From an optimization exercise on the open Yosys and OpenROAD flow, aimed at small area; shortcuts taken in it are not production practice. Function was checked by simulation only, so behaviour that the tests miss may differ from the original.

==> delta <==
==> flow/design.v <==
module bitcell (input clk,
                input we,
                input wen,
                input x,
                output reg q);
  always @(posedge clk)
    q <= ~((we | q) & (wen | x));
endmodule
module aoi222 (input s0, input d0, input s1, input d1, input s2, input d2,
               output y);
  assign y = ~((s0 & d0) | (s1 & d1) | (s2 & d2));
endmodule
module nand4m (input a, input b, input c, input d, output y);
  assign y = ~(a & b & c & d);
endmodule
module col_read (input [191:0] s, input [191:0] d, output [15:0] y);
  wire [63:0] l1;
  genvar g;
  generate
    for (g = 0; g < 64; g = g + 1) begin : a
      aoi222 u (.s0(s[3*g]), .d0(d[191-3*g]),
                .s1(s[3*g+1]), .d1(d[190-3*g]),
                .s2(s[3*g+2]), .d2(d[189-3*g]), .y(l1[g]));
    end
    for (g = 0; g < 16; g = g + 1) begin : b
      nand4m u (.a(l1[4*g]), .b(l1[4*g+1]), .c(l1[4*g+2]), .d(l1[4*g+3]), .y(y[g]));
    end
  endgenerate
endmodule
module colorshield (input clk,
                    input rst_n,
                    input write_en,
                    input wire [5:0] pixel_addr,
                    input wire [23:0] pixel_value,
                    output wire [7:0] channel,
                    output wire ready,
                    output wire s_sda,
                    output wire s_clk,
                    output wire s_rst,
                    output wire lat,
                    output wire sb);
  reg [10:0] u;
  reg [7:0]  c;
  reg        s_rst_q, g_done, sb_q, paint, active, rd, sda_q, par;
  wire first = (u == 11'd1567) && !s_rst_q;    
  wire col_end = (u == 11'd1567) && !first;
  wire frame_done = paint && col_end && (c[2:0] == 3'd7);
  wire send_frame = !paint && (first || (c == 8'd166 && u == 11'd1521));
  always @(posedge clk, negedge rst_n)
    if (~rst_n) begin
      u <= 11'd1567;
      c <= 8'd0;
      s_rst_q <= 1'b0;
      g_done <= 1'b0;
      sb_q <= 1'b0;
      paint <= 1'b0;
      active <= 1'b0;
      rd <= 1'b0;
    end else begin
      u <= (u == 11'd1569) ? 11'd0 : u + 1'b1;
      if (frame_done) c <= 8'd0;
      else if (col_end) c <= c + 1'b1;
      if (u == 11'd5) s_rst_q <= 1'b1;
      if (u == 11'd1160) g_done <= 1'b1;
      sb_q <= g_done;
      if (send_frame) paint <= 1'b1;
      else if (frame_done) paint <= 1'b0;
      if (send_frame) active <= ~active;
      if (u == 11'd1568) rd <= active;
    end
  wire in_bits = (u < 11'd1536);
  wire [2:0] r = u[2:0];
  wire [7:0] j = u[10:3];
  wire g_clk = (u >= 11'd13) && (u <= 11'd1159) && (r >= 3'd5);
  wire g_sda = (u >= 11'd10) && (u <= 11'd1159) && (r >= 3'd2);
  wire g_latch = (u != 11'd1160);
  wire p_sda = in_bits && r >= 3'd1 && r <= 3'd6 && sda_q;
  wire p_clk = in_bits && r >= 3'd4 && r <= 3'd6;
  wire p_latch = (u != 11'd1535);
  assign lat   = g_done ? p_latch : g_latch;
  assign s_sda = g_done ? p_sda : g_sda;
  assign s_clk = g_done ? p_clk : g_clk;
  assign s_rst = s_rst_q;
  assign sb    = sb_q;
  assign ready = !paint && g_done;
  wire [2:0] ch_col = (u == 11'd1568) ? c[2:0] - 1'b1 : c[2:0];
  wire ch_on = s_rst_q && (u >= 11'd1553) && (u <= 11'd1568);
  assign channel = ch_on ? (8'd1 << ch_col) : 8'd0;
  wire startup_clr = !g_done && (u < 11'd128);
  wire swap_clr = paint && (rd == active);
  wire clr0 = startup_clr || (swap_clr && active);
  wire clr1 = startup_clr || (swap_clr && !active);
  wire clr = clr0 || clr1;
  wire we = write_en && ready;
  wire we0 = clr0 || (we && active);
  wire we1 = clr1 || (we && !active);
  wire [5:0]  waddr = clr ? u[5:0] : pixel_addr;
  wire [23:0] wdata = clr ? 24'd0 : pixel_value;
  always @(posedge clk) par <= ~par;
  wire [23:0] wx = wdata ^ {24{par}};
  wire [1535:0] m0, m1;
  genvar gp, gb;
  generate
    for (gp = 0; gp < 64; gp = gp + 1) begin : px
      wire e0 = we0 && (waddr == gp);
      wire e1 = we1 && (waddr == gp);
      for (gb = 0; gb < 24; gb = gb + 1) begin : bt
        bitcell c0 (.clk(clk), .we(e0), .wen(~e0), .x(wx[gb]), .q(m0[24*gp+gb]));
        bitcell c1 (.clk(clk), .we(e1), .wen(~e1), .x(wx[gb]), .q(m1[24*gp+gb]));
      end
    end
  endgenerate
  wire [191:0] sel;
  genvar gj;
  generate
    for (gj = 0; gj < 192; gj = gj + 1) begin : sl
      assign sel[gj] = (j == gj);
    end
  endgenerate
  wire [15:0] r0 [0:7];
  wire [15:0] r1 [0:7];
  genvar gx;
  generate
    for (gx = 0; gx < 8; gx = gx + 1) begin : cr
      col_read q0 (.s(sel), .d(m0[192*gx +: 192]), .y(r0[gx]));
      col_read q1 (.s(sel), .d(m1[192*gx +: 192]), .y(r1[gx]));
    end
  endgenerate
  wire rbit = (|(rd ? r1[c[2:0]] : r0[c[2:0]])) ^ par;
  always @(posedge clk)
    if (in_bits && r == 3'd0) sda_q <= rbit;
endmodule
==> flow/flow/run.sh <==
#!/bin/bash
# Standard layout, with clock tree synthesis told to build larger sink
# clusters without dummy loads (the only change from the standard flow).
set -euo pipefail
export CTS_ARGS="-sink_clustering_enable -repair_clock_nets -dont_use_dummy_load -buf_list sky130_fd_sc_hd__clkbuf_8 -sink_clustering_size 16 -sink_clustering_max_diameter 50"
bash standard.sh finish > flow_make.log 2>&1
==> flow/standard.sh <==
#!/bin/bash
# synth_recipe.tcl (not shown) runs the flow's synth.tcl, then flattens the netlist and writes it again
# the make line also repeats each setting of config.mk as NAME=value (left out here)
make -C /OpenROAD-flow-scripts/flow DESIGN_CONFIG=/design/flow/config.mk WORK_HOME=/design/flow/orfs CLKGATE_MAP_FILE= SYNTH_SCRIPT=/design/flow/synth_recipe.tcl "${@:-finish}"
==> flow/config.mk <==
export PLATFORM = sky130hd
export DESIGN_NAME = colorshield
export DESIGN_NICKNAME = colorshield
export VERILOG_FILES = /design/flow/design.v
export SDC_FILE = /design/flow/constraint.sdc
export NUM_CORES = 4
export LEC_CHECK = 0
export CAP_MARGIN = 0
export CORE_MARGIN = 2
export CORE_UTILIZATION = 65
export SLEW_MARGIN = 0
export SYNTH_HIERARCHICAL = 1
export SYNTH_MINIMUM_KEEP_SIZE = 0
==> flow/constraint.sdc <==
create_clock -name core_clock -period 8.0 [get_ports {clk}]
set_input_delay 1.6000 -clock core_clock [delete_from_list [all_inputs] [get_ports {clk}]]
set_output_delay 1.6000 -clock core_clock [all_outputs]
set_load 0.01 [all_outputs]
==> inputs of ember, as changes to delta <==
--- a/flow/design.v
+++ b/flow/design.v
@@ -26,6 +26,16 @@
       nand4m u (.a(l1[4*g]), .b(l1[4*g+1]), .c(l1[4*g+2]), .d(l1[4*g+3]), .y(y[g]));
     end
   endgenerate
+endmodule
+module and2m (input a, input b, output y);
+  assign y = a & b;
+endmodule
+module pxen (input a, input b, output e, output en);
+  assign e = a & b;
+  assign en = ~(a & b);
+endmodule
+module or16 (input [15:0] x, output y);
+  assign y = |x;
 endmodule
 module colorshield (input clk,
                     input rst_n,
@@ -96,37 +106,58 @@
   wire we1 = clr1 || (we && !active);
   wire [5:0]  waddr = clr ? u[5:0] : pixel_addr;
   wire [23:0] wdata = clr ? 24'd0 : pixel_value;
-  always @(posedge clk) par <= ~par;
+  always @(posedge clk, negedge rst_n)
+    if (~rst_n) par <= 1'b0;
+    else par <= ~par;
   wire [23:0] wx = wdata ^ {24{par}};
-  wire [1535:0] m0, m1;
+  wire [63:0] dec;
   genvar gp, gb;
   generate
+    for (gp = 0; gp < 64; gp = gp + 1) begin : dc
+      assign dec[gp] = (waddr == gp);
+    end
+  endgenerate
+  wire [1535:0] m0, m1;
+  generate
     for (gp = 0; gp < 64; gp = gp + 1) begin : px
-      wire e0 = we0 && (waddr == gp);
-      wire e1 = we1 && (waddr == gp);
+      wire e0, e0n, e1, e1n;
+      pxen w0 (.a(we0), .b(dec[gp]), .e(e0), .en(e0n));
+      pxen w1 (.a(we1), .b(dec[gp]), .e(e1), .en(e1n));
       for (gb = 0; gb < 24; gb = gb + 1) begin : bt
-        bitcell c0 (.clk(clk), .we(e0), .wen(~e0), .x(wx[gb]), .q(m0[24*gp+gb]));
-        bitcell c1 (.clk(clk), .we(e1), .wen(~e1), .x(wx[gb]), .q(m1[24*gp+gb]));
+        bitcell c0 (.clk(clk), .we(e0), .wen(e0n), .x(wx[gb]), .q(m0[24*gp+gb]));
+        bitcell c1 (.clk(clk), .we(e1), .wen(e1n), .x(wx[gb]), .q(m1[24*gp+gb]));
       end
     end
   endgenerate
-  wire [191:0] sel;
+  wire [11:0] jh;
+  wire [15:0] jl;
   genvar gj;
   generate
-    for (gj = 0; gj < 192; gj = gj + 1) begin : sl
-      assign sel[gj] = (j == gj);
+    for (gj = 0; gj < 12; gj = gj + 1) begin : sh
+      assign jh[gj] = (j[7:4] == gj);
+    end
+    for (gj = 0; gj < 16; gj = gj + 1) begin : sm
+      assign jl[gj] = (j[3:0] == gj);
     end
   endgenerate
-  wire [15:0] r0 [0:7];
-  wire [15:0] r1 [0:7];
+  wire [191:0] sel;
+  generate
+    for (gj = 0; gj < 192; gj = gj + 1) begin : sl
+      and2m d (.a(jh[gj / 16]), .b(jl[gj % 16]), .y(sel[gj]));
+    end
+  endgenerate
+  wire [15:0] grp;
+  wire [15:0] gsel;
   genvar gx;
   generate
-    for (gx = 0; gx < 8; gx = gx + 1) begin : cr
-      col_read q0 (.s(sel), .d(m0[192*gx +: 192]), .y(r0[gx]));
-      col_read q1 (.s(sel), .d(m1[192*gx +: 192]), .y(r1[gx]));
+    for (gx = 0; gx < 16; gx = gx + 1) begin : cr
+      wire [15:0] part;
+      col_read q (.s(sel), .d(gx[3] ? m1[192*gx[2:0] +: 192] : m0[192*gx[2:0] +: 192]), .y(part));
+      or16 o (.x(part), .y(grp[gx]));
+      assign gsel[gx] = ({rd, c[2:0]} == gx);
     end
   endgenerate
-  wire rbit = (|(rd ? r1[c[2:0]] : r0[c[2:0]])) ^ par;
+  wire rbit = (|(grp & gsel)) ^ par;
   always @(posedge clk)
     if (in_bits && r == 3'd0) sda_q <= rbit;
 endmodule
==> flow/flow/run.sh (replaced) <==
#!/bin/bash
# Standard layout (the standard.sh), with two settings changed:
#  - clock tree synthesis builds larger sink clusters from buf_6 and
#    inserts no dummy loads;
#  - the port buffers are buf_1 cells (every port still gets one).
set -euo pipefail
export CTS_ARGS="-sink_clustering_enable -repair_clock_nets -dont_use_dummy_load -buf_list sky130_fd_sc_hd__buf_6 -sink_clustering_size 16 -sink_clustering_max_diameter 50"
export BUFFER_PORTS_ARGS="-buffer_cell sky130_fd_sc_hd__buf_1"
bash standard.sh finish > flow_make.log 2>&1
CAP_MARGIN = 25   (was 0)
CORE_UTILIZATION = 72   (was 65)
SLEW_MARGIN = 25   (was 0)
==> inputs of nickel, as changes to delta <==
==> flow/design.v (replaced) <==
module bitcell (input clk,
                input we,
                input wen,
                input x,
                output reg q);
  always @(posedge clk)
    q <= ~((we | q) & (wen | x));
endmodule
module aoi222 (input s0, input d0, input s1, input d1, input s2, input d2,
               output y);
  assign y = ~((s0 & d0) | (s1 & d1) | (s2 & d2));
endmodule
module nand4m (input a, input b, input c, input d, output y);
  assign y = ~(a & b & c & d);
endmodule
module nor4m (input a, input b, input c, input d, output y);
  assign y = ~(a | b | c | d);
endmodule
module col_read (input [191:0] s, input [191:0] d, output y);
  wire [63:0] l1;
  wire [15:0] l2;
  wire [3:0] l3;
  genvar g;
  generate
    for (g = 0; g < 64; g = g + 1) begin : a
      aoi222 u (.s0(s[3*g]), .d0(d[191-3*g]),
                .s1(s[3*g+1]), .d1(d[190-3*g]),
                .s2(s[3*g+2]), .d2(d[189-3*g]), .y(l1[g]));
    end
    for (g = 0; g < 16; g = g + 1) begin : b
      nand4m u (.a(l1[4*g]), .b(l1[4*g+1]), .c(l1[4*g+2]), .d(l1[4*g+3]), .y(l2[g]));
    end
    for (g = 0; g < 4; g = g + 1) begin : c
      nor4m u (.a(l2[4*g]), .b(l2[4*g+1]), .c(l2[4*g+2]), .d(l2[4*g+3]), .y(l3[g]));
    end
  endgenerate
  nand4m f (.a(l3[0]), .b(l3[1]), .c(l3[2]), .d(l3[3]), .y(y));
endmodule
module colorshield (input clk,
                    input rst_n,
                    input write_en,
                    input wire [5:0] pixel_addr,
                    input wire [23:0] pixel_value,
                    output reg [7:0] channel,
                    output wire ready,
                    output wire s_sda,
                    output wire s_clk,
                    output wire s_rst,
                    output wire lat,
                    output wire sb);
  localparam W = 18;
  reg [10:0] t;
  always @(posedge clk, negedge rst_n)
    if (~rst_n) t <= 0;
    else if (t != 11'd1165) t <= t + 1'b1;
  wire g_done = (t >= 11'd1164);
  assign sb    = (t == 11'd1165);
  assign s_rst = (t >= 11'd9);
  wire g_win_clk = (t >= 11'd16) && (t <= 11'd1162);
  wire g_win_sda = (t >= 11'd13) && (t <= 11'd1162);
  wire g_clk   = g_win_clk && (t[2:0] <= 3'd2);
  wire g_sda   = g_win_sda && (t[2:0] <= 3'd2 || t[2:0] >= 3'd5);
  wire g_latch = (t != 11'd1163);
  reg        first;
  reg [10:0] u;
  reg [2:0]  c;
  always @(posedge clk, negedge rst_n)
    if (~rst_n) begin
      first <= 1'b1;
      u <= 11'd1567;
      c <= 3'd0;
    end else begin
      first <= 1'b0;
      u <= (u == 11'd1569) ? 11'd0 : u + 1'b1;
      if (u == 11'd1567 && !first) c <= c + 1'b1;
    end
  wire in_bits = (u < 11'd1536);
  wire [2:0] r = u[2:0];
  wire [7:0] j = u[10:3];
  wire frame_done = (u == 11'd1567) && !first && (c == 3'd7);
  wire waithi = (u >= 11'd1552) && (u <= 11'd1567) && !first;
  always @(posedge clk, negedge rst_n)
    if (~rst_n) channel <= 8'd0;
    else channel <= waithi ? (8'd1 << c) : 8'd0;
  reg          paint;
  reg [W-1:0]  frame_wait;
  wire send_frame = !paint && (frame_wait == 0);
  always @(posedge clk, negedge rst_n)
    if (~rst_n) begin
      paint <= 1'b0;
      frame_wait <= 0;
    end else if (paint) begin
      if (frame_done) begin
        paint <= 1'b0;
        frame_wait <= {W{1'b1}};
      end
    end else begin
      if (frame_wait != 0) frame_wait <= frame_wait - 1'b1;
      else paint <= 1'b1;
    end
  assign ready = !paint && g_done;
  reg active, rd;
  always @(posedge clk, negedge rst_n)
    if (~rst_n) begin
      active <= 1'b0;
      rd <= 1'b0;
    end else begin
      if (send_frame) active <= ~active;
      if (u == 11'd1568) rd <= active;
    end
  wire startup_clr = (t < 11'd128);
  wire swap_clr = paint && (rd == active);
  wire clr0 = startup_clr || (swap_clr && active);
  wire clr1 = startup_clr || (swap_clr && !active);
  wire clr = clr0 || clr1;
  wire we = write_en && ready;
  wire we0 = clr0 || (we && active);
  wire we1 = clr1 || (we && !active);
  wire [5:0]  waddr = clr ? u[5:0] : pixel_addr;
  wire [23:0] wdata = clr ? 24'd0 : pixel_value;
  reg par;
  always @(posedge clk) par <= ~par;
  wire [23:0] wx = wdata ^ {24{par}};
  wire [1535:0] m0, m1;
  genvar gp, gb;
  generate
    for (gp = 0; gp < 64; gp = gp + 1) begin : px
      wire e0 = we0 && (waddr == gp);
      wire e1 = we1 && (waddr == gp);
      for (gb = 0; gb < 24; gb = gb + 1) begin : bt
        bitcell c0 (.clk(clk), .we(e0), .wen(~e0), .x(wx[gb]), .q(m0[24*gp+gb]));
        bitcell c1 (.clk(clk), .we(e1), .wen(~e1), .x(wx[gb]), .q(m1[24*gp+gb]));
      end
    end
  endgenerate
  wire [191:0] sel;
  genvar gj;
  generate
    for (gj = 0; gj < 192; gj = gj + 1) begin : sl
      assign sel[gj] = (j == gj);
    end
  endgenerate
  wire [7:0] r0, r1;
  genvar gx;
  generate
    for (gx = 0; gx < 8; gx = gx + 1) begin : cr
      col_read q0 (.s(sel), .d(m0[192*gx +: 192]), .y(r0[gx]));
      col_read q1 (.s(sel), .d(m1[192*gx +: 192]), .y(r1[gx]));
    end
  endgenerate
  wire rbit = (rd ? r1[c] : r0[c]) ^ par;
  reg sda_q;
  always @(posedge clk)
    if (in_bits && r == 3'd0) sda_q <= rbit;
  wire p_sda = in_bits && r >= 3'd1 && r <= 3'd6 && sda_q;
  wire p_clk = in_bits && r >= 3'd4 && r <= 3'd6;
  wire p_latch = (u != 11'd1535);
  assign lat   = g_done ? p_latch : g_latch;
  assign s_sda = g_done ? p_sda : g_sda;
  assign s_clk = g_done ? p_clk : g_clk;
endmodule
==> flow/run.sh (new file) <==
#!/bin/bash
# synth_recipe.tcl (not shown) runs the flow's synth.tcl, then flattens the netlist and writes it again
# the make line also repeats each setting of config.mk as NAME=value (left out here)
make -C /OpenROAD-flow-scripts/flow DESIGN_CONFIG=/design/flow/config.mk WORK_HOME=/design/flow/orfs CLKGATE_MAP_FILE= SYNTH_SCRIPT=/design/flow/synth_recipe.tcl finish
CAP_MARGIN = 20   (was 0)
CORE_UTILIZATION = 40   (was 65)
SLEW_MARGIN = 20   (was 0)
removed: flow/flow/run.sh
removed: flow/standard.sh
==> results.sh <==
export IMPL_max_cap_violations=4
export IMPL_finalMaxSlewViolations=19
export IMPL_final_period_utilization=0.859
export IMPL_first_iter_violations=19500
export IMPL_proportion_of_cell_area_occupied_by_multi_input_gates=0.337
export IMPL_worst_slew_margin_rel=-0.0961
export IMPL_so_violations="capacitance limit, slew limit"
export IMPL_core_um2=150000
export IMPL_status="complete, but fails checks"
export IMPL_share_of_synthesized_cell_area_in_full_adder_half_adder_and_majority_cells=0.00127
-- figures above: delta

==> results.sh <==
export IMPL_status="complete, no violations"
export IMPL_post_layout_nonfiller_instances=13000
export IMPL_share_of_synthesized_cell_area_in_full_adder_half_adder_and_majority_cells=0.00172
export IMPL_design_die_area_um2=258000
export IMPL_core_um2=253000
export IMPL_max_cap_violations=0
export IMPL_critPathLaunch="u[3]"
export IMPL_final_period_utilization=0.780
export IMPL_finalMaxSlewViolations=0
export IMPL_first_iter_violations=16700
export IMPL_worst_slew_margin_rel=0.132
export IMPL_hold_ws_ns=0.453
export IMPL_pwr_share_seq=0.508
export IMPL_proportion_of_cell_area_occupied_by_multi_input_gates=0.326
export IMPL_net_switching_power_uw=6200
-- figures above: nickel

==> results.sh <==
export IMPL_totalPowerFinal_uw=22200
export IMPL_proportion_of_cell_area_occupied_by_multi_input_gates=0.349
export IMPL_hold_path_cell_count=1
export IMPL_cts_tree="done"
export IMPL_worst_slew_margin_rel=0.0578
export IMPL_status="complete, no violations"
export IMPL_finalMaxSlewViolations=0
export IMPL_synth_cells_most_frequent="sky130_fd_sc_hd__o22ai_1 (3073), sky130_fd_sc_hd__dfxtp_1 (3072), sky130_fd_sc_hd__a222oi_1 (1028)"
export IMPL_hold_ws_ns=0.460
export IMPL_first_iter_violations=19900
export IMPL_max_cap_violations=0
export IMPL_final_period_utilization=0.769
export IMPL_share_of_synthesized_cell_area_in_full_adder_half_adder_and_majority_cells=0.00114
export IMPL_core_um2=136000
-- figures above: ember

[re-timing with driven ports]
Ports are ideal in the flow. The routed layouts listed here were re-timed in OpenROAD. Step 1 sets driving cells, clkbuf_16 on the clock port and buf_2 on the other inputs (assumed; they add their load-dependent delay and slew). Step 2 adds t to the input delays and takes it off the output delays; t is the mean of the earliest and latest rising clock arrival at the registers after step 1. Input paths then give back, and output paths get back, about the clock's delay inside the block. Slacks: ideal / step 1 / step 2; pairs: ideal / step 1.
| run | t (ns) | setup WS [ns] | worst setup path at the end | worst slew at a driven data input, ns | pins driven straight from the clock port |
|---|---|---|---|---|---|
| delta | 1.039 | 1.129 / 1.046 / 2.065 | register to register | 0.19 | 1 |
| ember | 1.020 | 1.849 / 1.757 / 2.480 | register to register | 0.31 | 1 |
| nickel | 1.055 | 1.763 / 1.763 / 1.763 | register to register | 0.14 | 1 |
